This design comes from an exercise in tuning for a short achievable clock period and few clock cycles on the open sky130 flow, not from production work.
The RTL was checked by simulation tests, not by an equivalence proof against the original design.
Power and IR drop assume default switching activity.

onyx:
// risc_cpu
module risc_cpu (
	input 				clk    ,
	input 				rst    ,
	output wire 		rd     ,
	output wire 		wr     ,
	output wire 		halt   ,
	output wire [12:0] 	addr   ,
	input  wire [7:0] 	data_in ,
	output wire [7:0] 	data_out
);
	localparam [2:0] HLT = 3'b000, SKZ = 3'b001, ADD = 3'b010, ANDD = 3'b011,
	                 XORR = 3'b100, LDA = 3'b101, STO = 3'b110, JMP = 3'b111;
	localparam integer NIDX = 5;
	localparam integer NENT = 1 << NIDX;
	localparam integer TAGW = 13 - NIDX;        
	reg        m_fetch, m_f1, m_data;
	reg [12:0] addr_r;
	reg [12:0] pc;
	reg [NENT-1:0] q;                           
	reg        e_hit;
	reg [7:0]  e_b0, e_b1;
	reg        zflag;
	reg [7:0]  b0_r;
	reg        c_add, c_and, c_xor;             
	reg [7:0]  acc;
	reg        rd_r, wr_r, halt_r;
	reg [7:0]  dout_r;
	reg [NENT-1:0] c_val;
	reg [TAGW-1:0] c_tag [0:NENT-1];
	reg [7:0]      c_b0  [0:NENT-1];
	reg [7:0]      c_b1  [0:NENT-1];
	assign addr     = addr_r;
	assign rd       = rd_r;
	assign wr       = wr_r;
	assign halt     = halt_r;
	assign data_out = dout_r;
	function [TAGW-1:0] tag_of(input [12:0] a);
		tag_of = {a[12:NIDX+1], a[0]};
	endfunction
	function [NENT-1:0] onehot(input [NIDX-1:0] i);
		onehot = {{(NENT-1){1'b0}}, 1'b1} << i;
	endfunction
	function [NENT-1:0] rotl(input [NENT-1:0] v, input integer n);
		rotl = (v << n) | (v >> (NENT - n));
	endfunction
	function [16:0] lookup(input [NENT-1:0] sel, input [NENT-1:0] match);
		integer k;
		reg [15:0] d;
		reg v;
		begin
			d = 0; v = 0;
			for (k = 0; k < NENT; k = k + 1) begin
				if (sel[k]) begin
					d = d | {c_b0[k], c_b1[k]};
					v = v | match[k];
				end
			end
			lookup = {v, d};
		end
	endfunction
	wire        zero    = zflag;
	wire        d_read  = m_data && !wr_r;        
	wire [2:0]  e_op    = e_b0[7:5];
	wire [12:0] e_a     = {e_b0[4:0], e_b1};
	wire [2:0]  in_op   = data_in[7:5];
	wire [2:0]  f1_op   = b0_r[7:5];
  ...
clock: 5.0 ns
lec_check: 0
abc_clock_period_in_ps: 1500
cap_margin: 20
core_margin: 2
core_utilization: 30
setup_slack_margin: 2.8
slew_margin: 20
tns_end_percent: 100
run.sh (not shown) runs the stock make flow with config.mk's settings and CLKGATE_MAP_FILE= SYNTH_SCRIPT=/design/flow/synth_recipe.tcl, a recipe that flattens the netlist after the stock synthesis.
onyx was carried through to the last stage, and its layout satisfied the timing, DRC and antenna checks.
Testbench counts of onyx, summed over its fixed seeds: cycles 15,475.
> inputs changed (onyx -> ember)
Settings: CORE_UTILIZATION now 35, was 30.
## What came out
Compared with onyx, in ember average wire length per cell after detail routing now sits higher; internal power summed over all cells lower; data required time at the worst endpoint went up. | total global routing track utilization | higher: ember |. The final reports for ember and onyx show via count lower in the former. Period utilization up 0.26 points in ember wrt onyx.
Modified inputs, sierra compared to ember
Settings: CORE_UTILIZATION now 30, was 35; PLACE_DENSITY now 0.65, previously not set.
- The final non-filler cell area of sierra was inferior to that of ember.
- Diff ember and sierra: global-route usage lower in sierra
- sierra vs. ember: met2 demand-to-capacity share in global routing went down by 4.8 points.
- [compare] base=ember new=sierra: proportion of cell area spent on the clock network fell 0.42 points, final worst-path setup slack down 0.042 ns, fraction of the yosys area taken by sequential cells roughly the same.
- Compared with ember, sierra shows a higher final-stage net count.
- Looking only at measured slew at the worst slew-check pin, and setting everything else aside, the lower value of ember and sierra goes to ember.
Changes in cedar relative to sierra:
Settings: SETUP_SLACK_MARGIN: 2.8 -> 3.0; CORE_UTILIZATION: 30 -> 25; PLACE_DENSITY: 0.65 -> unset.
Findings:
| remaining max-slew budget at the tightest pin | lower: sierra |. In the final reports, the cell area of cedar is larger than that of sierra. Against sierra as the reference, cedar delivers a higher detailed-placement wirelength estimate. sierra → cedar: area growth from synthesis to layout up 9.5 points, setup slack fell 0.015 ns, worst path buffer plus inverter count -1. Comparing the two runs side by side, cedar comes out behind sierra on clock skew. Number of non-clock buffers: cedar > sierra. Compared with sierra, cedar instantiates a larger number of standard cells. Data arrival time of the critical path ended up 0.04 ns lower on cedar than on sierra. Compared to sierra, the routing of cedar uses more wire.
Changes in xenon relative to cedar:
Settings: ABC_CLOCK_PERIOD_IN_PS now 1300, was 1500; CORE_UTILIZATION now 30, was 25; SETUP_SLACK_MARGIN now 2.9, was 3.0.
Against cedar as the reference, xenon delivers a lower power.
Delta (xenon minus cedar): number of fillers in the final layout went down by 2902; sequential share of layout area went up by 2.1 points; height of the chip went down by about 9%; non-clock buffer count went down by 91.
Summary of xenon over cedar: initial cell density of the core saw an increase; setup slack -0.013 ns; maximum frequency decreased about 0.54%; critical path buffer and inverter count dropped 1.
cedar ended up with met5 as its highest metal layer with signal wires; xenon ended up with met4.
In summary, cedar completed successfully, with a layout that passed the timing, DRC and antenna checks.
xenon: done, clean on timing, DRC and antenna
A launch point of the critical path of pc[7] is what xenon shows, while pc[6] belongs to cedar.
In xenon the worst relative slew slack turned out 2.8 points lower than in cedar.
Looking at final cell count, xenon sits below cedar.
## Diff of input files: lagoon against xenon
Settings: changing SETUP_SLACK_MARGIN from 2.9 to 2.6; changing ABC_CLOCK_PERIOD_IN_PS from 1300 to 1500; changing CORE_UTILIZATION from 30 to 35.
==> notes.md <==
lagoon vs xenon: routed wire length down. First-iteration DRC count in lagoon is 12% below xenon. Against xenon, lagoon comes in 0.85 points lower on switching power as a share of total power. lagoon vs. xenon: share of the clock period used by the worst path after layout went up 1.5 points; least setup slack across all paths after layout down 0.076 ns; die area went down. Looking at internal power component across both flows, lagoon is the stronger of the two, with xenon trailing. Comparing met1 wire length for lagoon and xenon, the smaller number came from lagoon. lagoon reached the final stage; the timing, DRC and antenna checks on its layout passed.

========
== job 4283 ==
Starting RTL as in the previous note.
Settings: LEC_CHECK=0, ABC_CLOCK_PERIOD_IN_PS=1500, CAP_MARGIN=20, CORE_MARGIN=2, CORE_UTILIZATION=35, CTS_CLUSTER_DIAMETER=60, CTS_CLUSTER_SIZE=16, SETUP_SLACK_MARGIN=2.8, SLEW_MARGIN=20, TNS_END_PERCENT=100; clock period 5.0 ns.
Job 4283 completed every stage of the flow, and the final layout passed the timing, DRC and antenna checks.
Testbench counts of job 4283, summed over its fixed seeds: cycles 15,475.
Modified inputs, job 2800 compared to job 4283
Settings: CTS_CLUSTER_DIAMETER no longer set, was 60; CTS_CLUSTER_SIZE no longer set, was 16; CORE_UTILIZATION now 45, was 35.
Findings:
The core of job 2800 is more densely filled than that of job 4283.
[job 2800 vs job 4283] global-route wire length before repair: higher in job 2800
Any difference in fraction of final layout cells sized beyond drive strength 1 between job 2800 and job 4283 is small enough to ignore.

==> re-timing with driven ports <==
The flow's constraints put no driver on any port. The routed layouts listed below were extracted and timed again, unchanged, in two steps.
Step 1 (the two cells are an assumption about what drives the block):
set clk [get_ports {clk}]
set_driving_cell -lib_cell sky130_fd_sc_hd__clkbuf_16 $clk
set_driving_cell -lib_cell sky130_fd_sc_hd__buf_2 [delete_from_list [all_inputs] $clk]
Step 2 also shifts input and output timing later by t, the mid clock arrival at the registers, as if the neighbouring blocks saw the same clock.
a / b / c = no drivers / after step 1 / after step 2; a / b = the first two.
run	t (ns)	slack for setup (ns)	pins driven straight from the clock port
onyx	0.763	2.710 / 2.677 / 2.026	1
ember	0.742	2.697 / 2.668 / 2.107	1
sierra	0.733	2.654 / 2.654 / 2.019	1
cedar	0.746	2.640 / 2.640 / 2.034	1
xenon	0.733	2.627 / 2.627 / 2.011	1
lagoon	0.736	2.551 / 2.551 / 1.949	1
job 4283	0.714	2.655 / 2.655 / 2.071	1
job 2800	0.722	2.584 / 2.584 / 2.073	1
After both steps setup and hold are still met in every run listed. For onyx, which loses most, drivers alone change the setup slack by -0.033 ns; drivers and shift together by -0.684 ns.
